Source: an optimization exercise on an open RTL-to-GDS flow (aim: small area). Production flows keep margins and buffers that such runs may drop. In this exercise RTL edits were held to simulation tests only and were not proved equivalent to the original. No activity file was given, so power comes from the tool's default toggle rates.

**design/flow/config.mk**
```make
export PLATFORM = sky130hd
export DESIGN_NAME = snake_wrapper
export DESIGN_NICKNAME = snake_wrapper
export VERILOG_FILES = /design/flow/design.v
export SDC_FILE = /design/flow/constraint.sdc
export NUM_CORES = 4
export LEC_CHECK = 0
export ABC_AREA = 1
export CAP_MARGIN = 20
export CORE_MARGIN = 2
export CORE_UTILIZATION = 60
export SLEW_MARGIN = 20
```
**design/flow/constraint.sdc**
```tcl
create_clock -name core_clock -period 10.0 [get_ports {CLK}]
set_input_delay 2.0000 -clock core_clock [delete_from_list [all_inputs] [get_ports {CLK}]]
set_output_delay 2.0000 -clock core_clock [all_outputs]
set_load 0.01 [all_outputs]
```
**design/flow/design.v**
```verilog
`timescale 1ns / 1ps
module Generic_counter(
    CLK,
    RESET,
    ENABLE_IN,
    TRIG_OUT,
    COUNT
);
    parameter COUNTER_WIDTH = 1;
    parameter COUNTER_MAX = 1;
    input CLK;
    input RESET;
    input ENABLE_IN;
    output TRIG_OUT;
    output [COUNTER_WIDTH-1:0] COUNT;
    reg [COUNTER_WIDTH-1:0] count_value;
    reg Trigger_out;
    always @ (posedge CLK)
        if (RESET)
            count_value <= 0;
        else
            if (ENABLE_IN)
                if (count_value == COUNTER_MAX)
                    count_value <= 0;
                else
                    count_value <= count_value + 1;
    always @ (posedge CLK)
        if (RESET)
            Trigger_out <= 0;
        else
            if (ENABLE_IN && (count_value == COUNTER_MAX))
                Trigger_out <= 1;
            else
                Trigger_out <= 0;
    assign COUNT = count_value;
    assign TRIG_OUT = Trigger_out;
endmodule
`timescale 1ns / 1ps
module Master_state_machine(
    input BTNC,
    input CLK,
    input RESET,
    input LOST,
    output [1:0] MSM_STATE
);
    parameter START = 2'b00;
    parameter PLAY = 2'b01;
    parameter LOSS = 2'b10;
    reg [1:0] Curr_state;
    reg [1:0] Next_state;
    assign MSM_STATE = Curr_state;
    always @ (posedge CLK)
        if (RESET) 
            Curr_state <= START;
        else if (LOST)
            Curr_state <= LOSS;
        else 
            Curr_state <= Next_state;
    always @ (Curr_state or RESET or BTNC)
        case (Curr_state)
            START :
                if (BTNC)
                    Next_state = PLAY;
                else
                    Next_state = Curr_state;
            default :
                Next_state = Curr_state;
        endcase
endmodule
`timescale 1ns / 1ps
module Navigation_state_machine(
    input CLK,
    input BTNR,
    input BTNL,
    input BTND,
    input BTNU,
    input RESET,
    output [1:0] NAV_STATE
);
    parameter UP = 2'd0;
    parameter LEFT = 2'd1;
    parameter RIGHT = 2'd2;
    parameter DOWN = 2'd3;
    reg [1:0] Curr_state;
    reg [1:0] Next_state;
    assign NAV_STATE = Curr_state;
    always @ (posedge CLK)
        if (RESET) 
            Curr_state <= 0;
        else 
            Curr_state <= Next_state;
    always @ (Curr_state or BTNL or BTNU or BTNR or BTND or RESET)
        case (Curr_state)
            UP : begin
                if (BTNL)
                    Next_state <= 2'd1;
                else if (BTNR)
                    Next_state <= 2'd2;
                else
                    Next_state <= Curr_state;
            end
            LEFT : begin
                if (BTNU)
                    Next_state <= 2'd0;
                else if (BTND)
                    Next_state <= 2'd3;
                else 
                    Next_state <= Curr_state; 
            end
            RIGHT : begin
                if (BTNU)
                    Next_state <= 2'd0;
                else if (BTND)
                    Next_state <= 2'd3;
                else
                    Next_state <= Curr_state;
            end
            DOWN : begin
                if (BTNL)
                    Next_state <= 2'd1;
                else if (BTNR)
                    Next_state <= 2'd2;
                else
                    Next_state <= Curr_state;
            end
        endcase
endmodule
`timescale 1ns / 1ps
module random_num_gen(
    input RESET,
    input CLK,
    input TARGET_REACHED,
    output reg [7:0] TARGET_ADDR_H,
    output reg [6:0] TARGET_ADDR_V
);
    reg [7:0] LFSR_1;
    reg [6:0] LFSR_2;
    wire R_INPUT_1 = (LFSR_1[3] ~^ (LFSR_1[4] ~^ (LFSR_1[5] ~^ LFSR_1[7])));   
    wire R_INPUT_2 = LFSR_2[6] ~^ LFSR_2[5];
    always @ (posedge CLK)
        if (RESET)
            LFSR_1 <= 8'b00000000;
        else begin
            LFSR_1[7] <= LFSR_1[6];
            LFSR_1[6] <= LFSR_1[5];
            LFSR_1[5] <= LFSR_1[4];
            LFSR_1[4] <= LFSR_1[3];
            LFSR_1[3] <= LFSR_1[2];
            LFSR_1[2] <= LFSR_1[1];
            LFSR_1[1] <= LFSR_1[0];
            LFSR_1[0] <= R_INPUT_1;
        end
    always @ (posedge CLK)
        if (RESET) 
            LFSR_2 <= 7'b0000000;
        else begin
            LFSR_2[6] <= LFSR_2[5];
            LFSR_2[5] <= LFSR_2[4];
            LFSR_2[4] <= LFSR_2[3];
            LFSR_2[3] <= LFSR_2[2];
            LFSR_2[2] <= LFSR_2[1];
            LFSR_2[1] <= LFSR_2[0];
            LFSR_2[0] <= R_INPUT_2;
        end
    always @ (posedge CLK)
        if (TARGET_REACHED) begin
            if (LFSR_1 < 160)
                TARGET_ADDR_H <= LFSR_1;
            else
                TARGET_ADDR_H <= 80;
            if (LFSR_2 < 120)
                TARGET_ADDR_V <= LFSR_2;
            else 
                TARGET_ADDR_V <= 60;
        end else if (RESET) begin
            TARGET_ADDR_H <= 80;
            TARGET_ADDR_V <= 60;
        end
endmodule
`timescale 1ns / 1ps
module VGA_module(
    input CLK,
    input RESET,
    input [3:0] COLOUR_IN,
    output reg [3:0] COLOUR_OUT,
    output reg HS,
    output reg VS,
    output [9:0] ADDRH,
    output [8:0] ADDRV,
    output [7:0] NEXTX,
    output SLOT_END
);
    reg [2:0] phase;
    wire [1:0] pix = phase[1:0];
    always @ (posedge CLK)
        if (RESET)
            phase <= 3'd4;
        else if (phase == 3'd4)
            phase <= 3'd5;
        else if (phase == 3'd5)
            phase <= 3'd2;
        else
            phase <= {1'b0, phase[1:0] + 2'd1};
    reg [9:0] hcnt;
    reg reset_d;
    always @ (posedge CLK)
        reset_d <= RESET;
    wire [9:0] hcnt_next = reset_d ? 10'd880 :
                           (phase == 3'd1) ? ((hcnt == 10'd655) ? 10'd880 : hcnt + 1'b1) :
                           hcnt;
    always @ (posedge CLK)
        hcnt <= hcnt_next;
    reg [9:0] vcnt;
    reg h_end;
    always @ (posedge CLK)
        if (RESET) begin
            h_end <= 1'b0;
            vcnt <= 10'd993;
        end else begin
            h_end <= (phase == 3'd0) && (hcnt_next == 10'd655);
            if (h_end)
                vcnt <= (vcnt == 10'd489) ? 10'd993 : vcnt + 1'b1;
        end
    always @ (posedge CLK)
        HS <= !(hcnt_next >= 10'd880 && hcnt_next <= 10'd975);
    always @ (posedge CLK)
        VS <= !(vcnt == 10'd993 || vcnt == 10'd994);
    always @ (posedge CLK)
        if (hcnt_next >= 10'd1 && hcnt_next <= 10'd639 &&
            vcnt >= 10'd1 && vcnt <= 10'd479)
            COLOUR_OUT <= COLOUR_IN;
        else
            COLOUR_OUT <= 0;
    assign ADDRH = hcnt;
    assign ADDRV = vcnt[8:0];
    assign NEXTX = hcnt[9:2] + 8'd1;
    assign SLOT_END = (pix == 2'd1) && (hcnt[1:0] == 2'd3);
endmodule
`timescale 1ns / 1ps
module Snake_control(
    input       CLK,
    input       RESET,
    input [1:0] MSM_STATE,
    input [1:0] NAV_STATE,
    input [7:0] TARGET_ADDR_H,
    input [6:0] TARGET_ADDR_V,
    input [9:0] ADDRH,
    input [8:0] ADDRV,
    input [7:0] NEXTX,
    input       SLOT_END,
    output reg [3:0] COLOUR_OUT,    
    output reg TARGET_REACHED,
    output reg LOST
);
    parameter SnakeLength = 30;
    parameter SmallSnake = 2;
    parameter MaxX = 159;
    parameter MaxY = 119;
    parameter RED      = 4'b0001;
    parameter BLUE     = 4'b1100;
    parameter DARKBLUE = 4'b0100;
    parameter YELLOW   = 4'b0011;
    parameter BLACK    = 4'b0000;
    localparam NONE = 5'd31;
    reg [4:0] SnakeVar;
    reg [9:0] step_cnt;
    wire tick = (step_cnt == 10'd999);
    always @ (posedge CLK)
        if (RESET || tick)
            step_cnt <= RESET ? 10'd1023 : 10'd0;
        else
            step_cnt <= step_cnt + 1'b1;
    reg [7:0] head_x;
    reg [6:0] head_y;
    reg [1:0] last_dir;
    reg [4:0] steps;           
    function [14:0] back;
        input [14:0] p;
        input [1:0] d;
        input v;
        begin
            back = p;
            if (v)
                case (d)
                    2'd0: back[6:0]  = p[6:0]  + 1'b1;   
                    2'd1: back[14:7] = p[14:7] + 1'b1;   
                    2'd2: back[14:7] = p[14:7] - 1'b1;   
                    2'd3: back[6:0]  = p[6:0]  - 1'b1;   
                endcase
        end
    endfunction
    wire [7:0] hx_inc = head_x + 1'b1;
    wire [7:0] hx_dec = head_x - 1'b1;
    wire [6:0] hy_inc = head_y + 1'b1;
    wire [6:0] hy_dec = head_y - 1'b1;
    always @ (posedge CLK)
        if (RESET) begin
            head_x <= 80;
            head_y <= 100;
            steps <= 0;
        end else if (tick) begin
            case (NAV_STATE)
                2'b00 : head_y <= hy_dec;   
                2'b10 : head_x <= hx_inc;   
                2'b01 : head_x <= hx_dec;   
                2'b11 : head_y <= hy_inc;   
            endcase
            last_dir <= NAV_STATE;
            if (steps != 5'd29)
                steps <= steps + 1'b1;
        end
    reg [7:0] seg1_x;
    reg [6:0] seg1_y;
    always @ (*) begin
        seg1_x = head_x;
        seg1_y = head_y;
        if (steps != 5'd0)
            case (last_dir)
                2'd0: seg1_y = hy_inc;
                2'd1: seg1_x = hx_inc;
                2'd2: seg1_x = hx_dec;
                2'd3: seg1_y = hy_dec;
            endcase
    end
    reg [1:0] ring [0:28];
    integer i;
    always @ (posedge CLK) begin
        for (i = 1; i < 29; i = i + 1)
            ring[i] <= ring[i-1];
        ring[0] <= tick ? NAV_STATE : ring[28];
    end
    reg [4:0] kb;
    wire [4:0] ka = (kb == 5'd28) ? 5'd0 : kb + 1'b1;
    always @ (posedge CLK)
        if (RESET)
            kb <= 5'd26;
        else if (tick)
            kb <= 5'd0;
        else
            kb <= (kb >= 5'd27) ? kb - 5'd27 : kb + 5'd2;
    reg [14:0] walk;
    wire [14:0] in1 = (kb == 5'd0 || steps == 5'd0) ? 15'd0 : walk;
    wire [14:0] o1 = back(in1, ring[0], kb < steps);
    wire [14:0] in2 = (ka == 5'd0) ? 15'd0 : o1;
    wire [14:0] o2 = back(in2, ring[14], ka < steps);
    wire [4:0] i1 = kb + 1'b1;    
    wire [4:0] i2 = ka + 1'b1;    
    always @ (posedge CLK)
        walk <= o2;
    wire [14:0] trel = {NEXTX - head_x, ADDRV[8:2] - head_y};
    wire m1 = (o1 == trel);
    wire m2 = (o2 == trel);
    reg [4:0] acc;      
    reg [4:0] cur;      
    wire [4:0] a1 = (m1 && i1 < acc) ? i1 : acc;
    wire [4:0] a2 = (m2 && i2 < a1) ? i2 : a1;
    wire [4:0] a_next = !tick ? a2 :
                        (trel == 15'd0) ? 5'd1 :
                        (a2 >= 5'd29) ? NONE : a2 + 1'b1;
    wire head_hit = (trel == {8'd1, 7'd0});    
    wire [4:0] cur_tick = head_hit ? 5'd1 : (cur >= 5'd29) ? NONE : cur + 1'b1;
    always @ (posedge CLK)
        if (SLOT_END) begin
            cur <= a_next;
            acc <= NONE;
        end else begin
            acc <= a_next;
            if (tick)
                cur <= cur_tick;
        end
    function [3:0] unit;
        input [14:0] p;
        begin
            unit[0] = (p[14:7] == 8'd0)   && (p[6:0] == 7'd127);
            unit[1] = (p[14:7] == 8'd255) && (p[6:0] == 7'd0);
            unit[2] = (p[14:7] == 8'd1)   && (p[6:0] == 7'd0);
            unit[3] = (p[14:7] == 8'd0)   && (p[6:0] == 7'd1);
        end
    endfunction
    wire [3:0] u1 = unit(o1) & {4{kb != 5'd28}};
    wire [3:0] u2 = unit(o2) & {4{ka != 5'd28}};
    reg [4:0] near [0:3];
    reg [4:0] near_next [0:3];
    reg [4:0] hit;     
    integer u;
    always @ (*)
        for (u = 0; u < 4; u = u + 1) begin
            near_next[u] = near[u];
            if (near_next[u] == NONE && u1[u])
                near_next[u] = i1;
            if (near_next[u] == NONE && u2[u])
                near_next[u] = i2;
        end
    always @ (posedge CLK)
        for (u = 0; u < 4; u = u + 1)
            if (RESET || tick)
                near[u] <= NONE;
            else
                near[u] <= near_next[u];
    always @ (posedge CLK)
        if (RESET)
            hit <= 5'd1;
        else if (tick)
            hit <= (near_next[NAV_STATE] == NONE) ? NONE : near_next[NAV_STATE] + 1'b1;
    always @ (posedge CLK)
        if (RESET) begin
            LOST <= 1'b0;
            SnakeVar <= SmallSnake;
            TARGET_REACHED <= 1'b0;
        end else
            case (MSM_STATE)
                2'b00 : begin
                    if ((ADDRH >= 125 && ADDRH <= 250 && ADDRV >= 75 && ADDRV <= 100) ||
                        (ADDRH >= 100 && ADDRH <= 275 && ADDRV >= 100 && ADDRV <= 175) ||
                        (ADDRH >= 75 && ADDRH <= 150 && ADDRV >= 175 && ADDRV <= 350) ||
                        (ADDRH >= 125 && ADDRH <= 225 && ADDRV >= 325 && ADDRV <= 400) ||
                        (ADDRH >= 175 && ADDRH <= 325 && ADDRV >= 375 && ADDRV <= 450) ||
                        (ADDRH >= 250 && ADDRH <= 500 && ADDRV >= 450 && ADDRV <= 480) ||
                        (ADDRH >= 475 && ADDRH <= 500 && ADDRV >= 425 && ADDRV <= 450))
                        COLOUR_OUT <= YELLOW;
                    else if ((ADDRH >= 275 && ADDRH <= 400 && ADDRV >= 150 && ADDRV <= 160) ||
                             (ADDRH >= 370 && ADDRH <= 380 && ADDRV >= 130 && ADDRV <= 150))
                        COLOUR_OUT <= RED;
                    else if ((ADDRH >= 450 && ADDRH <= 495 && ADDRV >= 225 && ADDRV <= 240) ||
                             (ADDRH >= 450 && ADDRH <= 465 && ADDRV >= 240 && ADDRV <= 270) ||
                             (ADDRH >= 465 && ADDRH <= 495 && ADDRV >= 270 && ADDRV <= 285) ||
                             (ADDRH >= 495 && ADDRH <= 510 && ADDRV >= 285 && ADDRV <= 315) ||
                             (ADDRH >= 465 && ADDRH <= 510 && ADDRV >= 315 && ADDRV <= 330) ||
                             (ADDRH >= 495 && ADDRH <= 510 && ADDRV >= 240 && ADDRV <= 255) ||
                             (ADDRH >= 450 && ADDRH <= 465 && ADDRV >= 300 && ADDRV <= 315))
                        COLOUR_OUT <= BLUE;
                    else
                        COLOUR_OUT <= BLACK;
                    if ((ADDRH >= 210 && ADDRH <= 225 && ADDRV >= 120 && ADDRV <= 135))
                        COLOUR_OUT <= BLACK;
                    SnakeVar <= SmallSnake;
                end
                2'b01 : begin
                    if (head_hit || cur < SnakeVar)
                        COLOUR_OUT <= YELLOW;
                    else if (ADDRH[9:2] == TARGET_ADDR_H && ADDRV[8:2] == TARGET_ADDR_V)
                        COLOUR_OUT <= RED;
                    else
                        COLOUR_OUT <= DARKBLUE;
                    if (seg1_x == TARGET_ADDR_H && seg1_y == TARGET_ADDR_V &&
                        TARGET_REACHED == 0) begin
                        TARGET_REACHED <= 1;
                        if (SnakeVar < SnakeLength)
                            SnakeVar <= SnakeVar + 1;
                    end else
                        TARGET_REACHED <= 0;
                    if (head_x < 1 || head_x > MaxX+1 ||
                        head_y < 1 || head_y > MaxY+1 ||
                        hit < SnakeVar)
                        LOST <= 1'b1;
                end
                2'b10 : begin
                    if ((ADDRH >= 0 && ADDRH <= 275 && ADDRV >= 375 && ADDRV <= 480) ||
                        (ADDRH >= 250 && ADDRH <= 400 && ADDRV >= 400 && ADDRV <= 480))
                        COLOUR_OUT <= YELLOW;
                    else if ((ADDRH >= 400 && ADDRH <= 550 && ADDRV >= 460 && ADDRV <= 470) ||
                             (ADDRH >= 520 && ADDRH <= 530 && ADDRV >= 440 && ADDRV <= 460))
                        COLOUR_OUT <= RED;
                    else if ((ADDRH >= 450 && ADDRH <= 465 && ADDRV >= 175 && ADDRV <= 265) ||
                             (ADDRH >= 465 && ADDRH <= 480 && ADDRV >= 190 && ADDRV <= 205) ||
                             (ADDRH >= 480 && ADDRH <= 510 && ADDRV >= 175 && ADDRV <= 190) ||
                             (ADDRH >= 510 && ADDRH <= 525 && ADDRV >= 190 && ADDRV <= 205))
                        COLOUR_OUT <= BLUE;
                    else
                        COLOUR_OUT <= BLACK;
                    if ((ADDRH >= 205 && ADDRH <= 210 && ADDRV >= 400 && ADDRV <= 405) ||
                        (ADDRH >= 210 && ADDRH <= 215 && ADDRV >= 405 && ADDRV <= 410) ||
                        (ADDRH >= 215 && ADDRH <= 220 && ADDRV >= 410 && ADDRV <= 415) ||
                        (ADDRH >= 220 && ADDRH <= 225 && ADDRV >= 415 && ADDRV <= 420) ||
                        (ADDRH >= 225 && ADDRH <= 230 && ADDRV >= 420 && ADDRV <= 425) ||
                        (ADDRH >= 225 && ADDRH <= 230 && ADDRV >= 400 && ADDRV <= 405) ||
                        (ADDRH >= 220 && ADDRH <= 225 && ADDRV >= 405 && ADDRV <= 410) ||
                        (ADDRH >= 210 && ADDRH <= 215 && ADDRV >= 415 && ADDRV <= 420) ||
                        (ADDRH >= 205 && ADDRH <= 210 && ADDRV >= 420 && ADDRV <= 425))
                        COLOUR_OUT <= BLACK;
                    else if ((ADDRH[9:3] >= 10 && ADDRH[9:3] < 70 && ADDRV[8:3] == 10) &&
                             ((ADDRH[9:3]-10)%2 == 0 && (ADDRH[9:3]-10)/2 < SnakeVar-2))
                        COLOUR_OUT <= RED;
                end
            endcase
endmodule
`timescale 1ns / 1ps
module PmodJSTK_Demo(
    input [9:0] posDataX,        
    input [9:0] posDataY,        
    output reg BTNU,
    output reg BTND,
    output reg BTNL,
    output reg BTNR,
    output reg [3:0] LED
);
    always @(posDataX or posDataY)
        if (posDataX >= 1023-256 &&
            posDataY < posDataX &&
            posDataY >= 1023-posDataX) begin
            BTNU <= 1'b1;
            BTND <= 1'b0;
            BTNL <= 1'b0;
            BTNR <= 1'b0;
            LED <= 4'b1000;
        end else if (posDataX < 256 &&
                     posDataY >= posDataX &&
                     posDataY < 1023-posDataX) begin
            BTNU <= 1'b0;
            BTND <= 1'b1;
            BTNL <= 1'b0;
            BTNR <= 1'b0;
            LED <= 4'b0100;
        end else if (posDataY >= 1023-256 &&
                     posDataX < posDataY &&
                     posDataX >= 1023-posDataY) begin
            BTNU <= 1'b0;
            BTND <= 1'b0;
            BTNL <= 1'b1;
            BTNR <= 1'b0;
            LED <= 4'b0010;
        end else if (posDataY < 256 &&
                     posDataX >= posDataY &&
                     posDataX < 1023-posDataY) begin
            BTNU <= 1'b0;
            BTND <= 1'b0;
            BTNL <= 1'b0;
            BTNR <= 1'b1;
            LED <= 4'b0001;
        end else begin
            BTNU <= 1'b0;
            BTND <= 1'b0;
            BTNL <= 1'b0;
            BTNR <= 1'b0;
            LED <= 4'b0000;
        end
endmodule
`timescale 1ns / 1ps
module snake_wrapper(
    input CLK,
    input RESET,
    input BTNC,
    input [9:0] JSTK_X,
    input [9:0] JSTK_Y,
    output [11:0] COLOUR_OUT,
    output HS,
    output VS,
    output [3:0] LED
);
    wire [1:0] MSM_STATE;
    wire [1:0] NAV_STATE;
    wire [7:0] TARGET_ADDR_H;
    wire [6:0] TARGET_ADDR_V;
    wire TARGET_REACHED;
    wire LOST;
    wire [3:0] COLOUR_OUTS;
    wire [3:0] COLOUR;
    wire [9:0] ADDRH;
    wire [8:0] ADDRV;
    wire [7:0] NEXTX;
    wire SLOT_END;
    wire BTNU;
    wire BTND;
    wire BTNL;
    wire BTNR;
    Master_state_machine Master(
        .BTNC(BTNC),
        .CLK(CLK),
        .RESET(RESET),
        .LOST(LOST),
        .MSM_STATE(MSM_STATE)
    );
    Navigation_state_machine Navigation(
        .BTNU(BTNU),
        .BTND(BTND),
        .BTNR(BTNR),
        .BTNL(BTNL),
        .CLK(CLK),
        .RESET(RESET),
        .NAV_STATE(NAV_STATE)
    );
    random_num_gen Target(
        .RESET(RESET),
        .CLK(CLK),
        .TARGET_REACHED(TARGET_REACHED),
        .TARGET_ADDR_H(TARGET_ADDR_H),
        .TARGET_ADDR_V(TARGET_ADDR_V)
    );
    VGA_module VGA(
        .COLOUR_IN(COLOUR_OUTS),
        .CLK(CLK),
        .RESET(RESET),
        .HS(HS),
        .VS(VS),
        .ADDRH(ADDRH),
        .ADDRV(ADDRV),
        .NEXTX(NEXTX),
        .SLOT_END(SLOT_END),
        .COLOUR_OUT(COLOUR)
    );
    Snake_control Control(
        .MSM_STATE(MSM_STATE),
        .NAV_STATE(NAV_STATE),
        .TARGET_ADDR_H(TARGET_ADDR_H),
        .TARGET_ADDR_V(TARGET_ADDR_V),
        .ADDRH(ADDRH),
        .ADDRV(ADDRV),
        .NEXTX(NEXTX),
        .SLOT_END(SLOT_END),
        .COLOUR_OUT(COLOUR_OUTS),
        .TARGET_REACHED(TARGET_REACHED),
        .CLK(CLK),
        .LOST(LOST),
        .RESET(RESET)
    );
    assign COLOUR_OUT = {COLOUR[3], {3{COLOUR[2]}}, {4{COLOUR[1]}}, {4{COLOUR[0]}}};
    PmodJSTK_Demo PmodJSTK (
        .posDataX(JSTK_X),
        .posDataY(JSTK_Y),
        .BTNU(BTNU),
        .BTND(BTND),
        .BTNL(BTNL),
        .BTNR(BTNR),
        .LED(LED)
    );
endmodule
```
**design/flow/run.sh**
```bash
#!/bin/bash
# synth_recipe.tcl (not shown) runs the flow's synth.tcl, then flattens the netlist and writes it again
# the make line also repeats each setting of config.mk as NAME=value (left out here)
make -C /OpenROAD-flow-scripts/flow DESIGN_CONFIG=/design/flow/config.mk WORK_HOME=/design/flow/orfs CLKGATE_MAP_FILE= SYNTH_SCRIPT=/design/flow/synth_recipe.tcl finish
```
==> impl_metrics.json, run 1 <==
{
  "antenna_found_initial": 0,
  "cts_hold_buf": 0,
  "core_um2": 28600,
  "cp.arrival_ps": 5190,
  "power.density_nw_per_um2": 167,
  "finalNetCount": 2749,
  "rsz0062_at_grt": "no",
  "row_count": 62,
  "fill_cells": 2465,
  "tightest_slew_ps": 965,
  "hold_viol": 0,
  "dr.pass1.iters": 6,
  "viasPerCell": 5.99,
  "drt_wl_total_um": 54900,
  "hpwl_um": 42500,
  "slew_headroom_pct": 34.0,
  "fmaxAchievable_mhz": 139,
  "outcome": "finished clean",
  "wl_per_cell_um": 18.4,
  "yosysWarningCount": 9,
  "drtIter0Drc": 2189,
  "final_cell_mix": "nand2_1, inv_1, nor2_1",
  "io_pins": 41,
  "endpoint_kind": "primary output",
  "post_cts_buffers": 0,
  "setup_viol_count_final": 0,
  "drive_gt1_share_pct": 7.19,
  "cts_tree": "done",
  "track_usage_pct": 35.5,
  "grt.overflow.total": 0,
  "first_global_vias": 16700,
  "leakage_nw": 8.92,
  "portBuffers": 40,
  "skew_ps": 16.6,
  "synthFlopType": "dfxtp_1",
  "die_area_um2": 30300,
  "drv_cap": 0,
  "dieWidth_um": 174,
  "die_height_um": 174,
  "clk-insertion-delay-late_ps": 560,
  "syn_inst": 2564,
  "syn_nets": 2731,
  "seq_area_frac_synth_pct": 27.0,
  "required_ps": 8000,
  "htree_levels": 1,
  "setup_tns_ps": 0,
  "startpoint_type": "input pin",
  "synth_seq_cells": 221,
  "final_core_util_pct": 65.9,
  "crit_type": "input pin to primary output",
  "antennaDiodeCount": 0,
  "cts_made_buffers": 26,
  "fin_crit_sh_pct": 71.9,
  "grt_max_degree": 37,
  "crit_fanout": 5,
  "async_flop_share_pct": 0,
  "syn_avg_cell_area_um2": 6.77,
  "cts_root_buf": "clkbuf_16",
  "synth_edf_count": 26,
  "clkSinkCount": 221,
  "place_congestion": 1.06,
  "irDropWorstVdd_uv": 150,
  "ys_types": 79,
  "cts_resized": 0,
  "slew_violations": 0,
  "netlist_area_um2": 17400,
  "hold_path_class": "register to register",
  "vias": 17900,
  "fin_crit_ps": 7190,
  "path_clk_slew_ps": 60,
  "drtAntennaViolNets": 0,
  "clock_path_buffers": 3,
  "fin_hold_ws_ps": 324,
  "syn2layout_area_growth_pct": 8.78,
  "grt_pass1_wl_um": 86800,
  "initial_core_util_pct": 60.6,
  "final_common_cell": "nand2_1",
  "drc": 0
}
-- synth_stat cells (11+ instances only) --
cell type	number	area (µm²)
a31oi_1	17	106
clkinv_1	13	48.8
o211ai_1	14	105
inv_1	356	1340
dfxtp_1	195	3900
nand3_1	208	1040
o31ai_1	11	82.6
o21ai_1	19	95.1
nand2_1	562	2110
nor2_2	13	81.3
ha_1	140	1750
a21oi_1	95	475
o22ai_1	16	100
xnor2_1	23	201
nand3_2	15	150
edfxtp_1	26	781
inv_2	24	90.1
xor2_1	76	666
nand2_2	32	200
nor4_1	22	138
clkbuf_1	30	113
nand4_1	71	444
o21ai_0	120	601
buf_4	15	113
nor3_1	36	180
nor2_1	265	995
-- worst max-delay path: stages --
cell and delay (ps):
clkdlybuf4s50_1 480, inv_1 70, ha_1 360, nand2_1 120, nor4_1 410, nand2_1 170, a2111oi_0 880, nor4_1 160
clkdlybuf4s50_1 540
-- sequential cells by signal (all words and copies together), names as in the netlist, 7 cells and up --
register and flops:
Control.head_x 8, Control.head_y 7, Control.near 20, Control.ring 58, Control.step_cnt 10, Control.walk 15, Target.LFSR_1 8, Target.LFSR_2 7
Target.TARGET_ADDR_H 8, Target.TARGET_ADDR_V 7, VGA.hcnt 10, VGA.vcnt 10
-- cell families after synthesis --
logic type               Yosys count  share of synthesized area (%)
buffers and inverters            451                           10.4
XOR/XNOR                         103                           5.44
flip-flops                       221                           27.0
adder cells (fa/ha/maj)          144                           10.6
AND/OR/NAND/NOR                 1272                           33.6
AO/OA/AOI/OAI                    373                           13.1
-- path summary, 6_finish.rpt --
kind	from	end	slack (ps)	cells past startpoint
max	JSTK_Y[9]	LED[0]	2810	9
min	Control.ring[20][1]	Control.ring[21][1]	320	0
max reg2reg	Control.kb[0]	Control.cur[2]	3000	46
min reg2reg	Control.ring[20][1]	Control.ring[21][1]	320	0
-- layout make-up --
cell class,count,area [µm²],area share [%]
Clock inverter,16,174,0.921
Clock buffer,32,734,3.89
Inverter,395,1490,7.90
Tap cell,384,480,2.55
Multi-Input combinational cell,1892,10900,57.6
Sequential cell,221,4680,24.8
Timing Repair Buffer,46,445,2.36
-- metal layers --
layer	vias up	global-route usage [%]	part of all wire [%]	routed length, µm
met2	991	56.0	44	24000
li1	8496	-	-	-
met4	0	13.3	3.5	1910
met3	155	6.30	9.9	5430
met1	8241	48.5	43	23600
met5	-	0	0	0
-- metrics by stage --
step	power, W	instances	instance area, µm²	setup slack [ps]
floorplan	0.00184	2564	17400	4080
global placement	0.00212	2938	18000	2930
detailed placement	0.00214	2938	18000	2880
CTS	0.00313	2986	18900	2820
global route	0.00333	2986	18900	2370
finish	0.00316	2986	18900	2810
-- where the power goes --
group	switching, W	leakage [nW]	internal, W	total, W
Clock	0.000421	0.425	0.000561	0.000982
Sequential	0.0000596	1.83	0.000966	0.00103
Combinational	0.000790	6.67	0.000358	0.00115
Total	0.00127	8.92	0.00189	0.00316
==> inputs of run 2 (changes only) <==
==> design/flow/flow/run.sh (new file) <==
#!/bin/bash
# Standard ORFS layout with two synthesis changes that keep every register
# (names, count, cell types) as the standard synthesis makes them:
#  - no adder extraction (ADDER_MAP_FILE empty), so ABC maps the arithmetic
#  - an area-only ABC mapping script (repeated choice-based area mapping)
#    instead of ORFS's abc_area.script, which also buffers and upsizes
set -euo pipefail
cp -r "$FLOW_HOME/scripts" ./scripts_area
printf 'strash\ndch\nmap -a\nstrash\ndch\nmap -a\nstrash\ndch\nmap -a\ntopo\n' > ./scripts_area/abc_area.script
export SCRIPTS_DIR="$PWD/scripts_area"
export ADDER_MAP_FILE=
bash standard.sh > flow_make.log 2>&1
==> design/flow/standard.sh (new file) <==
#!/bin/bash
# synth_recipe.tcl (not shown) runs the flow's synth.tcl, then flattens the netlist and writes it again
# the make line also repeats each setting of config.mk as NAME=value (left out here)
make -C /OpenROAD-flow-scripts/flow DESIGN_CONFIG=/design/flow/config.mk WORK_HOME=/design/flow/orfs CLKGATE_MAP_FILE= SYNTH_SCRIPT=/design/flow/synth_recipe.tcl "${@:-finish}"
removed: design/flow/run.sh
==> run 2 against run 1 <==
Total power fell by 23%. Global-route usage up 1.3 points. Sequential power about the same. Non-clock buffer count up 1. Sequential cell count is the same. Sequential share of layout area rose by 6.0 points. Largest power group is now registers.
==> impl_metrics.json, run 2 <==
{
  "crit_fanout": 18,
  "cp.arrival_ps": 8320,
  "cp_num_cells": 37,
  "fmaxAchievable_mhz": 124,
  "first_global_vias": 14300,
  "htree_levels": 1,
  "fin_crit_ps": 8040,
  "synth_top_area_cell": "dfxtp_1",
  "place_congestion": 1.11,
  "drtIter0Drc": 1579,
  "seq_area_frac_synth_pct": 34.4,
  "crit_slowest_cell": "clkinv_1",
  "drive_gt1_share_pct": 3.47,
  "wl_per_cell_um": 18.4,
  "design_area_um2": 15200,
  "initial_core_util_pct": 60.7,
  "cts_resized": 0,
  "netlist_area_um2": 13600,
  "clk-insertion-delay-late_ps": 540,
  "swShare_pct": 32.7,
  "route.met2.wl_um": 20900,
  "wl_met1_um": 17200,
  "viasPerCell": 6.14,
  "path_clk_slew_ps": 60,
  "vias": 15000,
  "synth_common_cells": "nor2_1, clkinv_1, nand2_1",
  "min_path_cells": 0,
  "drt_wl_total_um": 45100,
  "required_ps": 10270,
  "skew_ps": 10.6,
  "row_count": 55,
  "setup_viol_count_final": 0,
  "outcome": "finished clean",
  "syn_avg_cell_area_um2": 6.55,
  "final_cell_mix": "nor2_1, clkinv_1, nand2_1",
  "io_pins": 41,
  "critPathTopFamily": "simple AND/OR/NAND/NOR gates",
  "crit_path_frequent_cell": "clkinv_1",
  "grt_max_degree": 41,
  "synth_seq_cells": 221,
  "rsz0062_at_grt": "no",
  "hold_path_class": "register to register",
  "die_area_um2": 23900,
  "slew_violations": 0,
  "path_buf_inv": 9,
  "hpwl_um": 34600,
  "tightest_slew_ps": 1040,
  "cts_root_buf": "clkbuf_16",
  "yosysWarningCount": 9,
  "yosysTopAreaCellShare_pct": 28.7,
  "synth_edf_count": 26,
  "largest_register_ffs": 58,
  "p_int_w": 0.00165,
  "ys_types": 44,
  "r2r_setup_slack_ps": 1960,
  "syn2layout_area_growth_pct": 11.5,
  "async_flop_share_pct": 0,
  "yosysMostFrequentCell": "nor2_1",
  "p_clk_share_pct": 38.8,
  "cp_slowest_stage_delay_ps": 500,
  "clkSinkCount": 221,
  "portBuffers": 40,
  "grt_pass1_wl_um": 71200,
  "drc": 0,
  "power.density_nw_per_um2": 161,
  "syn_nets": 2104,
  "dr.pass1.iters": 7,
  "startpoint_type": "register",
  "p_switching_w": 0.000800,
  "cts_hold_buf": 0,
  "largest-register": "Control.ring",
  "final_common_cell": "nor2_1",
  "post_cts_buffers": 0,
  "met3_length_um": 3970,
  "finalNetCount": 2165,
  "hold_viol": 0,
  "cts_tree": "done",
  "reg2regPathDepth": 37,
  "antennaDiodeCount": 0,
  "syn_inst": 2081,
  "die_height_um": 155,
  "synth_area_leaders": "dfxtp_1, nor2_1, clkinv_1, nand2_1, o21ai_0",
  "p_comb_share_pct": 20.4,
  "crit_type": "register to register",
  "reg_top3": "Control.ring (58), Control.near (20), Control.walk (15)",
  "fin_crit_sh_pct": 80.4,
  "track_usage_pct": 36.8,
  "top_layer_used": "met4",
  "drv_cap": 0,
  "grt.overflow.total": 0,
  "clock_path_buffers": 3,
  "drtAntennaViolNets": 0,
  "cts_made_buffers": 24,
  "leakage_nw": 5.55,
  "setup_tns_ps": 0,
  "endpoint_kind": "register",
  "antenna_found_initial": 0,
  "irDropWorstVdd_uv": 143,
  "slew_headroom_pct": 29.6,
  "dieWidth_um": 155,
  "core_um2": 22400,
  "synthFlopType": "dfxtp_1",
  "pwr-share-seq_pct": 40.8,
  "dpl-instance-area_um2": 14300
}
==> run 2: changes by cell type after synthesis, moves of 127 or more <==
| cell | before | now |
|---|---|---|
| nand2_1 | 562 | 269 |
| inv_1 | 356 | 0 |
| nand3_1 | 208 | 81 |
| ha_1 | 140 | 0 |
| nor2_1 | 265 | 416 |
| clkinv_1 | 13 | 372 |
==> run 2: worst paths after layout <==
kind | end | from
hold / removal | Control.ring[25][1] | Control.ring[24][1]
hold reg to reg | Control.ring[25][1] | Control.ring[24][1]
setup / recovery | Control.cur[2] | Control.steps[4]
setup reg to reg | Control.cur[2] | Control.steps[4]
==> run 2: area by class of cell <==
type | count | area (µm²)
repair buffers | 47 | 448
clock buffers | 32 | 682
inverters | 372 | 1400
flip-flops and latches | 221 | 4680
fillers | 1987 | 7250
well taps | 285 | 357
clock inverters | 12 | 160
multi-input cells | 1476 | 7460
==> run 2: metrics by stage <==
stage               setup WS (ps)  hold WS (ps)  std cells  total power [W]  util (%)
floorplan                    4120           310       2081          0.00133         -
global placement             2720           310       2401          0.00148      63.9
detailed placement           2390           313       2401          0.00149      63.9
CTS                          2330           328       2445          0.00243      67.7
global route                 1200           333       2445          0.00253      67.7
finish                       1960           327       2445          0.00245      67.7
==> run 2: cell families (layout without fill, tap and decap cells) <==
kind of cell | Yosys count | after routing | share of synthesized area, %
compound gates | 467 | 467 | 20.5
buf+inv | 384 | 463 | 10.9
xor+xnor | 90 | 90 | 5.79
simple gates | 919 | 919 | 28.4
flops | 221 | 221 | 34.4
==> run 2: worst reg2reg max path: cells and delay by family, from the launching register on <==
| family | cells | cell delay [ps] |
|---|---|---|
| xor gates and xnor gates | 1 | 210 |
| and+or+nand+nor | 17 | 3400 |
| AOI/OAI and AO/OA | 10 | 2350 |
| buffers and inverters | 9 | 1470 |
| DFF | 1 | 370 |
==> run 2: per-layer routing <==
| layer | track usage, % | vias to the layer above |
|---|---|---|
| met5 | 0 | - |
| met4 | 21.4 | 0 |
| met3 | 5.30 | 239 |
| met2 | 62.8 | 842 |
| met1 | 44.4 | 6791 |
| li1 | - | 7140 |
==> run 2: power groups by stage <==
stage / Sequential [W] / Clock (W) / Combinational [W]
final: 0.000999 / 0.000948 / 0.000499
after global routing: 0.00100 / 0.000984 / 0.000545
after CTS: 0.000998 / 0.000949 / 0.000481
after detailed placement: 0.00102 / 0 / 0.000473
after global placement: 0.00102 / 0 / 0.000466
after floorplan: 0.000995 / 0 / 0.000337
==> inputs of run 3 (changes only) <==
--- a/design/flow/design.v
+++ b/design/flow/design.v
@@ -344,6 +344,4 @@
     wire [14:0] in2 = (ka == 5'd0) ? 15'd0 : o1;
     wire [14:0] o2 = back(in2, ring[14], ka < steps);
-    wire [4:0] i1 = kb + 1'b1;    
-    wire [4:0] i2 = ka + 1'b1;    
     always @ (posedge CLK)
         walk <= o2;
@@ -353,11 +351,11 @@
     reg [4:0] acc;      
     reg [4:0] cur;      
-    wire [4:0] a1 = (m1 && i1 < acc) ? i1 : acc;
-    wire [4:0] a2 = (m2 && i2 < a1) ? i2 : a1;
+    wire [4:0] a1 = (m1 && kb < acc) ? kb : acc;
+    wire [4:0] a2 = (m2 && ka < a1) ? ka : a1;
     wire [4:0] a_next = !tick ? a2 :
-                        (trel == 15'd0) ? 5'd1 :
-                        (a2 >= 5'd29) ? NONE : a2 + 1'b1;
+                        (trel == 15'd0) ? 5'd0 :
+                        (a2 >= 5'd28) ? NONE : a2 + 1'b1;
     wire head_hit = (trel == {8'd1, 7'd0});    
-    wire [4:0] cur_tick = head_hit ? 5'd1 : (cur >= 5'd29) ? NONE : cur + 1'b1;
+    wire [4:0] cur_tick = head_hit ? 5'd0 : (cur >= 5'd28) ? NONE : cur + 1'b1;
     always @ (posedge CLK)
         if (SLOT_END) begin
@@ -380,27 +378,29 @@
     wire [3:0] u1 = unit(o1) & {4{kb != 5'd28}};
     wire [3:0] u2 = unit(o2) & {4{ka != 5'd28}};
-    reg [4:0] near [0:3];
-    reg [4:0] near_next [0:3];
-    reg [4:0] hit;     
+    reg [3:0] near [0:3];
+    reg [3:0] near_next [0:3];
+    reg [3:0] hit;     
     integer u;
     always @ (*)
         for (u = 0; u < 4; u = u + 1) begin
             near_next[u] = near[u];
-            if (near_next[u] == NONE && u1[u])
-                near_next[u] = i1;
-            if (near_next[u] == NONE && u2[u])
-                near_next[u] = i2;
+            if (near_next[u] == 4'd15 && u1[u])
+                near_next[u] = kb[4:1];
+            if (near_next[u] == 4'd15 && u2[u])
+                near_next[u] = ka[4:1];
         end
     always @ (posedge CLK)
         for (u = 0; u < 4; u = u + 1)
             if (RESET || tick)
-                near[u] <= NONE;
+                near[u] <= 4'd15;
             else
                 near[u] <= near_next[u];
     always @ (posedge CLK)
         if (RESET)
-            hit <= 5'd1;
+            hit <= 4'd15;
         else if (tick)
-            hit <= (near_next[NAV_STATE] == NONE) ? NONE : near_next[NAV_STATE] + 1'b1;
+            hit <= near_next[NAV_STATE];
+    wire [4:0] sv_m1 = SnakeVar - 1'b1;
+    wire self_hit = (steps == 5'd0) || (hit < sv_m1[4:1]);
     always @ (posedge CLK)
         if (RESET) begin
@@ -437,5 +437,5 @@
                 end
                 2'b01 : begin
-                    if (head_hit || cur < SnakeVar)
+                    if (head_hit || cur < sv_m1)
                         COLOUR_OUT <= YELLOW;
                     else if (ADDRH[9:2] == TARGET_ADDR_H && ADDRV[8:2] == TARGET_ADDR_V)
@@ -452,5 +452,5 @@
                     if (head_x < 1 || head_x > MaxX+1 ||
                         head_y < 1 || head_y > MaxY+1 ||
-                        hit < SnakeVar)
+                        self_hit)
                         LOST <= 1'b1;
                 end
@@ -489,50 +489,26 @@
     input [9:0] posDataX,        
     input [9:0] posDataY,        
-    output reg BTNU,
-    output reg BTND,
-    output reg BTNL,
-    output reg BTNR,
-    output reg [3:0] LED
+    output BTNU,
+    output BTND,
+    output BTNL,
+    output BTNR,
+    output [3:0] LED
 );
-    always @(posDataX or posDataY)
-        if (posDataX >= 1023-256 &&
-            posDataY < posDataX &&
-            posDataY >= 1023-posDataX) begin
-            BTNU <= 1'b1;
-            BTND <= 1'b0;
-            BTNL <= 1'b0;
-            BTNR <= 1'b0;
-            LED <= 4'b1000;
-        end else if (posDataX < 256 &&
-                     posDataY >= posDataX &&
-                     posDataY < 1023-posDataX) begin
-            BTNU <= 1'b0;
-            BTND <= 1'b1;
-            BTNL <= 1'b0;
-            BTNR <= 1'b0;
-            LED <= 4'b0100;
-        end else if (posDataY >= 1023-256 &&
-                     posDataX < posDataY &&
-                     posDataX >= 1023-posDataY) begin
-            BTNU <= 1'b0;
-            BTND <= 1'b0;
-            BTNL <= 1'b1;
-            BTNR <= 1'b0;
-            LED <= 4'b0010;
-        end else if (posDataY < 256 &&
-                     posDataX >= posDataY &&
-                     posDataX < 1023-posDataY) begin
-            BTNU <= 1'b0;
-            BTND <= 1'b0;
-            BTNL <= 1'b0;
-            BTNR <= 1'b1;
-            LED <= 4'b0001;
-        end else begin
-            BTNU <= 1'b0;
-            BTND <= 1'b0;
-            BTNL <= 1'b0;
-            BTNR <= 1'b0;
-            LED <= 4'b0000;
-        end
+    wire y_lt_x = posDataY < posDataX;
+    wire x_lt_y = posDataX < posDataY;
+    wire sum_lt = posDataY < ~posDataX;        
+    wire x_hi = posDataX >= 10'd767;
+    wire x_lo = posDataX < 10'd256;
+    wire y_hi = posDataY >= 10'd767;
+    wire y_lo = posDataY < 10'd256;
+    wire u = x_hi && y_lt_x && !sum_lt;
+    wire d = x_lo && !y_lt_x && sum_lt;
+    wire l = y_hi && x_lt_y && !sum_lt;
+    wire r = y_lo && !x_lt_y && sum_lt;
+    assign BTNU = u;
+    assign BTND = !u && d;
+    assign BTNL = !u && !d && l;
+    assign BTNR = !u && !d && !l && r;
+    assign LED = {BTNU, BTND, BTNL, BTNR};
 endmodule
 `timescale 1ns / 1ps
==> design/flow/flow/run.sh (replaced) <==
#!/bin/bash
# Standard ORFS layout with changes that keep every register (names, count,
# cell types) as the standard synthesis makes them:
#  - no adder extraction (ADDER_MAP_FILE empty), so ABC maps the arithmetic
#  - an area-only ABC mapping script (repeated choice-based area mapping)
#    instead of ORFS's abc_area.script, which also buffers and upsizes
#  - clock tree with smaller buffers and no dummy loads
set -euo pipefail
cp -r "$FLOW_HOME/scripts" ./scripts_area
printf 'strash\ndch\nmap -a\nstrash\ndch\nmap -a\nstrash\ndch\nmap -a\ntopo\n' > ./scripts_area/abc_area.script
export SCRIPTS_DIR="$PWD/scripts_area"
export ADDER_MAP_FILE=
export CTS_ARGS="-sink_clustering_enable -repair_clock_nets -dont_use_dummy_load -buf_list sky130_fd_sc_hd__clkbuf_4 -root_buf sky130_fd_sc_hd__clkbuf_8 -sink_clustering_size 20"
bash standard.sh > flow_make.log 2>&1
==> run 3 against run 2 <==
Still clean. Final cell count shrank 0.94%. First-iteration DRC count grew 34%. Critical path depth is the same. Design area shrank 4.4%. Sequential power shrank 3.6%. Synthesized area shrank 1.9%. Largest cell class unchanged. Largest power group unchanged.
==> impl_metrics.json, run 3 <==
{
  "largest-register": "Control.ring",
  "initial_core_util_pct": 61.2,
  "slew_headroom_pct": 29.4,
  "rsz0062_at_grt": "no",
  "netlist_area_um2": 13400,
  "outcome": "finished clean",
  "syn_avg_cell_area_um2": 6.51,
  "setup_tns_ps": 0,
  "drc": 0,
  "drtIter0Drc": 2122,
  "ys_types": 49,
  "cts_resized": 0,
  "crit_type": "register to register",
  "fin_crit_ps": 7770,
  "core_um2": 21800,
  "portBuffers": 40,
  "track_usage_pct": 35.2,
  "wl_per_cell_um": 17.7,
  "viasPerCell": 6.10,
  "die_height_um": 153,
  "hpwl_um": 32900,
  "irDropWorstVdd_uv": 122,
  "crit_path_frequent_cell": "nand2_1",
  "slew_violations": 0,
  "reg_top3": "Control.ring (58), Control.near (16), Control.walk (15)",
  "synth_area_leaders": "dfxtp_1, nor2_1, clkinv_1, nand2_1, o21ai_0",
  "io_pins": 41,
  "dieWidth_um": 153,
  "synth_edf_count": 26,
  "cts_root_buf": "clkbuf_8",
  "dpl-instance-area_um2": 14100,
  "fmaxAchievable_mhz": 129,
  "hold_viol": 0,
  "critPathTopFamily": "simple AND/OR/NAND/NOR gates",
  "skew_ps": 67.8,
  "drt_wl_total_um": 42900,
  "grt_pass1_wl_um": 67500,
  "drtAntennaViolNets": 0,
  "async_flop_share_pct": 0,
  "design_area_um2": 14500,
  "syn2layout_area_growth_pct": 8.64,
  "cts_hold_buf": 0,
  "seq_area_frac_synth_pct": 34.3,
  "drive_gt1_share_pct": 3.87,
  "crit_fanout": 24,
  "syn_inst": 2054,
  "die_area_um2": 23500,
  "synthFlopType": "dfxtp_1",
  "row_count": 54,
  "path_buf_inv": 5,
  "clkSinkCount": 216,
  "path_clk_slew_ps": 60,
  "syn_nets": 2077,
  "required_ps": 10320,
  "setup_viol_count_final": 0,
  "finalNetCount": 2167,
  "endpoint_kind": "register",
  "cp.arrival_ps": 8100,
  "synth_seq_cells": 216,
  "antennaDiodeCount": 0,
  "cts_tree": "done",
  "clk-insertion-delay-late_ps": 550,
  "grt_max_degree": 39,
  "yosysTopAreaCellShare_pct": 28.5,
  "tightest_slew_ps": 1050,
  "clock_path_buffers": 3,
  "synth_top_area_cell": "dfxtp_1",
  "drv_cap": 0,
  "yosysWarningCount": 8,
  "htree_levels": 2,
  "vias": 14800,
  "startpoint_type": "register",
  "power.density_nw_per_um2": 133,
  "largest_register_ffs": 58,
  "yosysMostFrequentCell": "nor2_1",
  "final_common_cell": "nor2_1",
  "hold_path_class": "register to register",
  "place_congestion": 1.07,
  "cts_made_buffers": 54,
  "fin_crit_sh_pct": 77.7,
  "first_global_vias": 13400,
  "r2r_setup_slack_ps": 2230,
  "grt.overflow.total": 0,
  "synth_common_cells": "nor2_1, clkinv_1, nand2_1",
  "crit_slowest_cell": "nand4_1",
  "leakage_nw": 5.21,
  "post_cts_buffers": 0,
  "final_cell_mix": "nor2_1, clkinv_1, nand2_1",
  "antenna_found_initial": 2,
  "dr.pass1.iters": 8,
  "cp_slowest_stage_delay_ps": 580
}
-- run 3: report_power, final --
group	internal (W)	leakage [nW]	switching, W
Combinational	0.000115	3.16	0.000267
Sequential	0.000919	1.79	0.0000441
Clock	0.000269	0.261	0.000317
-- run 3: final cells by class --
cell class	instances	area (µm²)
multi-input cells	1482	7410
flip-flops and latches	216	4580
fillers	1956	7310
repair buffers	46	445
well taps	280	350
inverters	344	1290
clock buffers	54	437
-- run 3: kinds of logic after synthesis --
kind of cell | Yosys count | share of synthesized area, %
flops | 216 | 34.3
simple gates | 941 | 29.2
compound gates | 452 | 20.3
xor+xnor | 89 | 5.83
buf+inv | 356 | 10.3
-- run 3: worst paths after layout --
kind	from	end	cells after the start
worst max register to register	Control.steps[4]	Control.cur[3]	37
worst min-delay path	Control.ring[11][1]	Control.ring[12][1]	0
worst max-delay path	Control.steps[4]	Control.cur[3]	37
worst min register to register	Control.ring[11][1]	Control.ring[12][1]	0
-- run 3: per-layer routing --
layer  track usage [%]  share of wire, %  vias to the layer above
li1                  -                 -                     7063
met1              50.0                42                     6606
met2              54.3                43                      954
met3              6.83                12                      150
met4              11.1               3.1                        0
met5                 0                 0                        -
-- run 3: through the flow --
| step | total power [W] | instances | setup WS (ps) | util, % | hold WS, ps |
|---|---|---|---|---|---|
| finish | 0.00193 | 2422 | 2230 | 66.5 | 311 |
| global route | 0.00201 | 2422 | 1340 | 66.5 | 329 |
| CTS | 0.00192 | 2422 | 2520 | 66.5 | 314 |
| detailed placement | 0.00134 | 2368 | 2650 | 64.5 | 313 |
| global placement | 0.00133 | 2368 | 2950 | 64.5 | 310 |
| floorplan | 0.00122 | 2054 | 4110 | - | 310 |
==> inputs of run 4 (changes only) <==
--- a/design/flow/design.v
+++ b/design/flow/design.v
@@ -184,10 +184,11 @@
     input [3:0] COLOUR_IN,
     output reg [3:0] COLOUR_OUT,
-    output reg HS,
+    output HS,
     output reg VS,
     output [9:0] ADDRH,
     output [8:0] ADDRV,
     output [7:0] NEXTX,
-    output SLOT_END
+    output SLOT_END,
+    output PIX0           
 );
     reg [2:0] phase;
@@ -203,8 +204,5 @@
             phase <= {1'b0, phase[1:0] + 2'd1};
     reg [9:0] hcnt;
-    reg reset_d;
-    always @ (posedge CLK)
-        reset_d <= RESET;
-    wire [9:0] hcnt_next = reset_d ? 10'd880 :
+    wire [9:0] hcnt_next = (phase == 3'd4) ? 10'd880 :
                            (phase == 3'd1) ? ((hcnt == 10'd655) ? 10'd880 : hcnt + 1'b1) :
                            hcnt;
@@ -212,16 +210,11 @@
         hcnt <= hcnt_next;
     reg [9:0] vcnt;
-    reg h_end;
+    wire h_end = (phase == 3'd1) && (hcnt == 10'd655);
     always @ (posedge CLK)
-        if (RESET) begin
-            h_end <= 1'b0;
+        if (RESET)
             vcnt <= 10'd993;
-        end else begin
-            h_end <= (phase == 3'd0) && (hcnt_next == 10'd655);
-            if (h_end)
-                vcnt <= (vcnt == 10'd489) ? 10'd993 : vcnt + 1'b1;
-        end
-    always @ (posedge CLK)
-        HS <= !(hcnt_next >= 10'd880 && hcnt_next <= 10'd975);
+        else if (h_end)
+            vcnt <= (vcnt == 10'd489) ? 10'd993 : vcnt + 1'b1;
+    assign HS = !(hcnt >= 10'd880 && hcnt <= 10'd975);
     always @ (posedge CLK)
         VS <= !(vcnt == 10'd993 || vcnt == 10'd994);
@@ -235,4 +228,5 @@
     assign ADDRV = vcnt[8:0];
     assign NEXTX = hcnt[9:2] + 8'd1;
+    assign PIX0 = (phase == 3'd0);
     assign SLOT_END = (pix == 2'd1) && (hcnt[1:0] == 2'd3);
 endmodule
@@ -249,4 +243,5 @@
     input [7:0] NEXTX,
     input       SLOT_END,
+    input       PIX0,            
     output reg [3:0] COLOUR_OUT,    
     output reg TARGET_REACHED,
@@ -264,10 +259,10 @@
     localparam NONE = 5'd31;
     reg [4:0] SnakeVar;
-    reg [9:0] step_cnt;
-    wire tick = (step_cnt == 10'd999);
+    reg [7:0] step_cnt;
+    wire tick = PIX0 && (step_cnt == 8'd249);
     always @ (posedge CLK)
         if (RESET || tick)
-            step_cnt <= RESET ? 10'd1023 : 10'd0;
-        else
+            step_cnt <= 8'd0;
+        else if (PIX0)
             step_cnt <= step_cnt + 1'b1;
     reg [7:0] head_x;
@@ -536,4 +531,5 @@
     wire [7:0] NEXTX;
     wire SLOT_END;
+    wire PIX0;
     wire BTNU;
     wire BTND;
@@ -573,4 +569,5 @@
         .NEXTX(NEXTX),
         .SLOT_END(SLOT_END),
+        .PIX0(PIX0),
         .COLOUR_OUT(COLOUR)
     );
@@ -584,4 +581,5 @@
         .NEXTX(NEXTX),
         .SLOT_END(SLOT_END),
+        .PIX0(PIX0),
         .COLOUR_OUT(COLOUR_OUTS),
         .TARGET_REACHED(TARGET_REACHED),
--- a/design/flow/flow/run.sh
+++ b/design/flow/flow/run.sh
@@ -6,4 +6,5 @@
 #    instead of ORFS's abc_area.script, which also buffers and upsizes
 #  - clock tree with smaller buffers and no dummy loads
+#  - the smallest buffer (buf_1) on the ports
 set -euo pipefail
 cp -r "$FLOW_HOME/scripts" ./scripts_area
@@ -12,3 +13,4 @@
 export ADDER_MAP_FILE=
 export CTS_ARGS="-sink_clustering_enable -repair_clock_nets -dont_use_dummy_load -buf_list sky130_fd_sc_hd__clkbuf_4 -root_buf sky130_fd_sc_hd__clkbuf_8 -sink_clustering_size 20"
+export BUFFER_PORTS_ARGS="-inputs -outputs -buffer_cell sky130_fd_sc_hd__buf_1"
 bash standard.sh > flow_make.log 2>&1
==> run 4 against run 3 <==
Still clean. Sequential power decreased by 5.4%. Utilization is 1.7 points lower. First-iteration DRC count down 22%. Routed wire length decreased by 1.9%. Final cell count shrank 0.33%. Die area down 1.5%. Design area fell by 3.1%. Clock power hardly changed. Critical path type unchanged.
==> impl_metrics.json, run 4 <==
{
  "syn_avg_cell_area_um2": 6.44,
  "netlist_area_um2": 13200,
  "htree_levels": 2,
  "first_global_vias": 13200,
  "r2r-start": "Control.kb[3]",
  "synth_area_leaders": "dfxtp_1, nor2_1, clkinv_1, nand2_1, o21ai_0",
  "slew_violations": 0,
  "synth_edf_count": 26,
  "syn_nets": 2067,
  "viasPerCell": 6.01,
  "grt_pass1_wl_um": 66400,
  "p_total_w": 0.00178,
  "power.density_nw_per_um2": 127,
  "yosysMostFrequentCell": "nor2_1",
  "synth_top_area_cell": "dfxtp_1",
  "yosysTopAreaCellShare_pct": 28.2,
  "track_usage_pct": 35.1,
  "place_congestion": 1.02,
  "dr.pass1.iters": 6,
  "setup_tns_ps": 0,
  "cts_root_buf": "clkbuf_8",
  "portBuffers": 40,
  "irDropWorstVdd_uv": 128,
  "reg2regPathDepth": 35,
  "final_common_cell": "nor2_1",
  "grt_max_degree": 37,
  "endpoint_kind": "register",
  "cts_resized": 0,
  "holdPathEnd": "Control.ring[2][1]",
  "hold_viol": 0,
  "slew_headroom_pct": 22.1,
  "fill_cells": 2061,
  "crit_type": "register to register",
  "final_cell_mix": "nor2_1, clkinv_1, nand2_1",
  "synth_common_cells": "nor2_1, clkinv_1, nand2_1",
  "r2r_setup_slack_ps": 1740,
  "startpoint_type": "register",
  "vias": 14500,
  "drtIter0Drc": 1664,
  "path_clk_slew_ps": 60,
  "yosysWarningCount": 8,
  "clock_path_buffers": 3,
  "die_height_um": 152,
  "synthFlopType": "dfxtp_1",
  "clkSinkCount": 211,
  "largest_register_ffs": 58,
  "crit_fanout": 11,
  "io_pins": 41,
  "syn2layout_area_growth_pct": 6.88,
  "reg_top3": "Control.ring (58), Control.near (16), Control.walk (15)",
  "grt.overflow.total": 0,
  "skew_ps": 67.5,
  "cts_tree": "done",
  "tightest_slew_ps": 1160,
  "rsz0062_at_grt": "no",
  "cp_slowest_stage_delay_ps": 700,
  "cts_made_buffers": 55,
  "cp.arrival_ps": 8640,
  "hold_path_class": "register to register",
  "antenna_found_initial": 1,
  "core_um2": 21700,
  "drtAntennaViolNets": 0,
  "drt_wl_total_um": 42100,
  "drive_gt1_share_pct": 3.66,
  "seq_area_frac_synth_pct": 34.1,
  "post_cts_buffers": 0,
  "row_count": 54,
  "fin_crit_sh_pct": 82.6,
  "multi_input_area_um2": 7230,
  "fmaxAchievable_mhz": 121,
  "outcome": "finished clean",
  "syn_inst": 2044,
  "ff_latch_area_um2": 4480,
  "clk-insertion-delay-late_ps": 550,
  "crit_slowest_cell": "o31ai_1",
  "crit_path_frequent_cell": "clkinv_1",
  "hold_start": "Control.ring[1][1]",
  "synth_seq_cells": 211,
  "ys_types": 44,
  "rr_endpoint": "Control.cur[3]",
  "die_area_um2": 23100,
  "async_flop_share_pct": 0,
  "largest-register": "Control.ring",
  "wl_per_cell_um": 17.4,
  "initial_core_util_pct": 60.7,
  "setup_viol_count_final": 0,
  "drc": 0,
  "drv_cap": 0,
  "cts_hold_buf": 0,
  "dieWidth_um": 152,
  "finalNetCount": 2158,
  "hpwl_um": 32400,
  "min_path_cells": 0,
  "fin_crit_ps": 8260,
  "required_ps": 10380,
  "leakage_nw": 5.07
}
==> run 4: cell types whose count changed after synthesis, moves of 5 or more <==
cell	change
a22oi_1	+5
o21ai_0	+13
dfxtp_1	-5
o21bai_1	-5
nor3_1	-5
xor2_1	-11
a31oi_1	-11
clkinv_1	+17
nand3_1	-8
o22ai_1	-7
==> run 4: kinds of logic (layout without fill, tap and decap cells) <==
| group | after synthesis | after routing | share of synthesized area, % |
|---|---|---|---|
| AO/OA/AOI/OAI | 451 | 451 | 20.4 |
| AND/OR/NAND/NOR | 930 | 930 | 29.3 |
| buffers and inverters | 373 | 462 | 11.0 |
| flip-flops | 211 | 211 | 34.1 |
| other | 0 | 1 | 0 |
| XOR/XNOR | 79 | 79 | 5.26 |
==> run 4: report_power, final <==
group	internal [W]	switching [W]
Sequential	0.000885	0.0000264
Combinational	0.0000693	0.000215
Clock	0.000273	0.000312
==> run 4: worst max-delay path: cells and delay by family (launching register included) <==
kind	cells	cell delay, ps
and+or+nand+nor	17	3800
AOI/OAI and AO/OA	12	2750
buffers and inverters	6	1130
DFF	1	400
==> run 4: layout make-up <==
type / count / share of cell area, %
multi-input cells: 1460 / 51.4
diodes: 1 / 0.0178
well taps: 280 / 2.49
flip-flops and latches: 211 / 31.9
repair buffers: 46 / 1.40
inverters: 361 / 9.64
clock buffers: 55 / 3.16
==> run 4: stage by stage <==
| step | utilization, % | cell area [µm²] | setup WS (ps) | std cells | hold slack, ps |
|---|---|---|---|---|---|
| 6_report | 64.8 | 14100 | 1740 | 2414 | 314 |
| 4_1_cts | 64.8 | 14100 | 2010 | 2413 | 318 |
| 3_3_place_gp | 62.8 | 13600 | 2060 | 2358 | 310 |
| 2_1_floorplan | - | 13200 | 3220 | 2044 | 310 |
| 5_1_grt | 64.8 | 14100 | 922 | 2413 | 319 |
| 3_5_place_dp | 62.8 | 13600 | 2020 | 2358 | 313 |
==> run 4: layer usage <==
metal / wire length, µm / vias to the layer above / global-route usage, %
li1: - / 7025 / -
met2: 17500 / 907 / 52.8
met3: 5280 / 162 / 8.39
met5: 0 / - / 0
met4: 1660 / 0 / 14.3
met1: 17600 / 6422 / 48.7
==> run 4: worst max-delay path by stage <==
stage / from / endpoint / slack, ps / cells past startpoint
finish: Control.kb[3] / Control.cur[3] / 1740 / 35
detailed placement: Control.kb[3] / Control.cur[3] / 2020 / 35
global placement: Control.kb[3] / Control.cur[3] / 2060 / 35
CTS: Control.kb[3] / Control.cur[3] / 2010 / 35
floorplan: Control.kb[1] / Control.cur[3] / 3220 / 41
global route: Control.kb[3] / Control.cur[3] / 920 / 35
==> inputs of run 5 (changes only) <==
--- a/design/flow/flow/run.sh
+++ b/design/flow/flow/run.sh
@@ -3,5 +3,5 @@
 # cell types) as the standard synthesis makes them:
 #  - no adder extraction (ADDER_MAP_FILE empty), so ABC maps the arithmetic
-#  - an area-only ABC mapping script (repeated choice-based area mapping)
+#  - an area-only ABC script (SAT-based deep resynthesis, then area mapping)
 #    instead of ORFS's abc_area.script, which also buffers and upsizes
 #  - clock tree with smaller buffers and no dummy loads
@@ -9,5 +9,5 @@
 set -euo pipefail
 cp -r "$FLOW_HOME/scripts" ./scripts_area
-printf 'strash\ndch\nmap -a\nstrash\ndch\nmap -a\nstrash\ndch\nmap -a\ntopo\n' > ./scripts_area/abc_area.script
+printf '&get -n\n&deepsyn -T 60\n&put\ndch\namap\ntopo\n' > ./scripts_area/abc_area.script
 export SCRIPTS_DIR="$PWD/scripts_area"
 export ADDER_MAP_FILE=
==> run 5 against run 4 <==
Largest power group unchanged. Clock power decreased by 3%. Combinational power rose by 7.7%. Clock-buffer cell count fell by 2. Total power grew 1.7%. Clock skew fell by 31 ps. Worst hold slack got worse by 1.1 ps. Fmax grew 1.6%. Critical endpoint is now Control.cur[1]. Highest routed layer unchanged. Worst setup slack gained 130 ps. Still clean.
==> impl_metrics.json, run 5 <==
{
  "outcome": "finished clean",
  "skew_ps": 36.9,
  "crit_path_frequent_cell": "nor2_1",
  "async_flop_share_pct": 0,
  "dieWidth_um": 142,
  "syn_avg_cell_area_um2": 7.29,
  "drt_wl_total_um": 36600,
  "crit_type": "register to register",
  "fin_crit_ps": 8120,
  "p_comb_share_pct": 16.9,
  "syn_nets": 1591,
  "critPathTopFamily": "compound AO/OA/AOI/OAI gates",
  "drtIter0Drc": 1897,
  "final_cell_mix": "nor2_1, clkinv_1, dfxtp_1",
  "viasPerCell": 6.57,
  "cp.arrival_ps": 8370,
  "reg_top3": "Control.ring (58), Control.near (16), Control.walk (15)",
  "fill_cells": 1666,
  "rr_endpoint": "Control.cur[1]",
  "yosysMostFrequentCell": "nor2_1",
  "synth_seq_cells": 211,
  "synth_xor_area_share_pct": 0,
  "core_um2": 18700,
  "irDropWorstVdd_uv": 124,
  "clock_path_buffers": 3,
  "cts_made_buffers": 53,
  "vias": 12400,
  "drv_cap": 0,
  "clkSinkCount": 211,
  "hold_viol": 0,
  "drtAntennaViolNets": 0,
  "synth_mux_area_share_pct": 0,
  "grt_pass1_wl_um": 58000,
  "rsz0062_at_grt": "no",
  "htree_levels": 2,
  "drive_gt1_share_pct": 3.74,
  "grt_max_degree": 46,
  "antennaDiodeCount": 0,
  "cts_resized": 0,
  "p_int_w": 0.00124,
  "crit_slowest_cell": "nor3_1",
  "r2r_setup_slack_ps": 1880,
  "leakage_nw": 4.17,
  "synth_top_family_by_area": "compound AO/OA/AOI/OAI gates",
  "cts_hold_buf": 0,
  "required_ps": 10240,
  "p_clk_share_pct": 31.4,
  "portBuffers": 40,
  "synth_area_leaders": "dfxtp_1, nor2_1, clkinv_1, edfxtp_1, o21ai_0",
  "tightest_slew_ps": 1050,
  "path_buf_inv": 3,
  "synth-compound-area-share_pct": 28.2,
  "ys_types": 52,
  "row_count": 50,
  "r2r-start": "Control.kb[1]",
  "synth_top_area_cell": "dfxtp_1",
  "synth_common_cells": "nor2_1, clkinv_1, dfxtp_1",
  "clk-insertion-delay-late_ps": 540,
  "cts_root_buf": "clkbuf_8",
  "drc": 0,
  "min_path_cells": 0,
  "largest-register": "Control.ring",
  "holdPathEnd": "Control.ring[3][1]",
  "yosysTopAreaCellShare_pct": 32.4,
  "largest_register_ffs": 58,
  "final_common_cell": "nor2_1",
  "first_global_vias": 11200,
  "cp_slowest_stage_delay_ps": 790,
  "yosysWarningCount": 8,
  "antenna_found_initial": 0,
  "track_usage_pct": 36.1,
  "setup_tns_ps": 0,
  "endpoint_kind": "register",
  "slew_headroom_pct": 28.2,
  "dr.pass1.iters": 7,
  "startpoint_type": "register",
  "power.density_nw_per_um2": 148,
  "grt.overflow.total": 0,
  "hold_start": "Control.ring[2][1]",
  "hpwl_um": 27800,
  "fin_crit_sh_pct": 81.2,
  "p_switching_w": 0.000572,
  "reg2regPathDepth": 34,
  "syn_inst": 1568,
  "wl_per_cell_um": 19.4,
  "pwr-share-seq_pct": 51.6,
  "die_area_um2": 20200,
  "synth_fa_ha_area_share_pct": 0,
  "seq_area_frac_synth_pct": 39.2,
  "cts_tree": "done",
  "finalNetCount": 1681,
  "path_clk_slew_ps": 60,
  "die_height_um": 142,
  "p_total_w": 0.00181,
  "swShare_pct": 31.6,
  "syn2layout_area_growth_pct": 7.35,
  "fmaxAchievable_mhz": 123,
  "post_cts_buffers": 0,
  "synth_edf_count": 26,
  "synth-simple-area-share_pct": 24.5,
  "hold_path_class": "register to register",
  "crit_fanout": 17,
  "place_congestion": 1.02,
  "initial_core_util_pct": 61.1,
  "synthFlopType": "dfxtp_1",
  "netlist_area_um2": 11400,
  "io_pins": 41,
  "setup_viol_count_final": 0,
  "slew_violations": 0
}
## run 5: cell count changes after synthesis, sizes merged, moves of 38 or more
cell,delta
nand3,-38
nor2,-145
xor2,-58
o22ai,+40
o21ai,-58
nand2,-144
clkinv,-139
## run 5: per-stage QoR
step | cells | worst slack, ps | area, µm² | hold WS (ps) | util [%]
after global placement | 1837 | 2400 | 11800 | 310 | 63.3
after detailed placement | 1837 | 2270 | 11800 | 312 | 63.3
final | 1890 | 1880 | 12300 | 313 | 65.6
after CTS | 1890 | 2190 | 12300 | 320 | 65.6
after floorplan | 1568 | 3020 | 11400 | 310 | -
after global routing | 1890 | 1010 | 12300 | 324 | 65.6
## run 5: cell families after synthesis
kind of cell,count (synthesis)
and+or+nand+nor,637
AOI/OAI and AO/OA,486
buffers and inverters,234
DFF,211
## run 5: final cells by class
cell class / count / area [µm²] / area share (%)
multi-input combinational: 1123 / 6030 / 49.1
sequential: 211 / 4480 / 36.5
inverter: 222 / 833 / 6.79
clock buffer: 53 / 429 / 3.50
tap: 234 / 293 / 2.39
timing repair buffer: 47 / 204 / 1.66
## run 5: how the worst max path moves through the flow
stage                           startpoint             end  slack [ps]  cells past startpoint
after floorplan              Control.kb[1]  Control.cur[1]        3020                     35
after global placement       Control.kb[1]  Control.cur[1]        2400                     34
after detailed placement     Control.kb[1]  Control.cur[1]        2270                     34
after CTS                 Control.steps[3]  Control.cur[1]        2190                     34
after global routing         Control.kb[3]  Control.cur[0]        1010                     36
final                        Control.kb[1]  Control.cur[1]        1880                     34
## run 5: layer usage
layer  vias up  GRT usage [%]  wire length [µm]
li1       5880              -                 -
met1      5553           49.3             15500
met2       832           55.1             15400
met3       153           7.13              3870
met4         0           16.7              1770
met5         -              0                 0
## run 5: power groups by stage
stage / clock [W] / sequential, W / combinational (W)
floorplan: 0 / 0.000934 / 0.000209
global placement: 0 / 0.000950 / 0.000292
detailed placement: 0 / 0.000951 / 0.000294
CTS: 0.000579 / 0.000933 / 0.000296
global route: 0.000620 / 0.000939 / 0.000338
finish: 0.000569 / 0.000935 / 0.000307

[separate check: timing with driven ports]
In the flow no input, the clock included, has a driving cell. The finished layouts below were timed again as built, in two steps.
Step 1, drivers: a clkbuf_16 drives CLK and a buf_2 each remaining input, both assumed.
Step 2 also shifts input and output timing later by t, the mid clock arrival at the registers, as if the neighbouring blocks saw the same clock.
a / b / c = ideal / step 1 / step 2; a / b = the first two.
run | shift t [ns] | slack for setup (ns) | worst setup path at the end | worst data-port slew with drivers (ns)
run 1 | 0.607 | 2.811 / 2.789 / 2.789 | input to output | 0.04
run 2 | 0.583 | 1.955 / 1.955 / 1.955 | register to register | 0.06
run 3 | 0.559 | 2.226 / 2.226 / 2.226 | register to register | 0.03
run 4 | 0.559 | 1.745 / 1.745 / 1.745 | register to register | 0.03
run 5 | 0.571 | 1.876 / 1.876 / 1.876 | register to register | 0.03
After both steps every run listed still meets setup and hold. The setup slack of run 1, which loses most, moves by -0.022 ns with the drivers and by -0.022 ns with both steps.
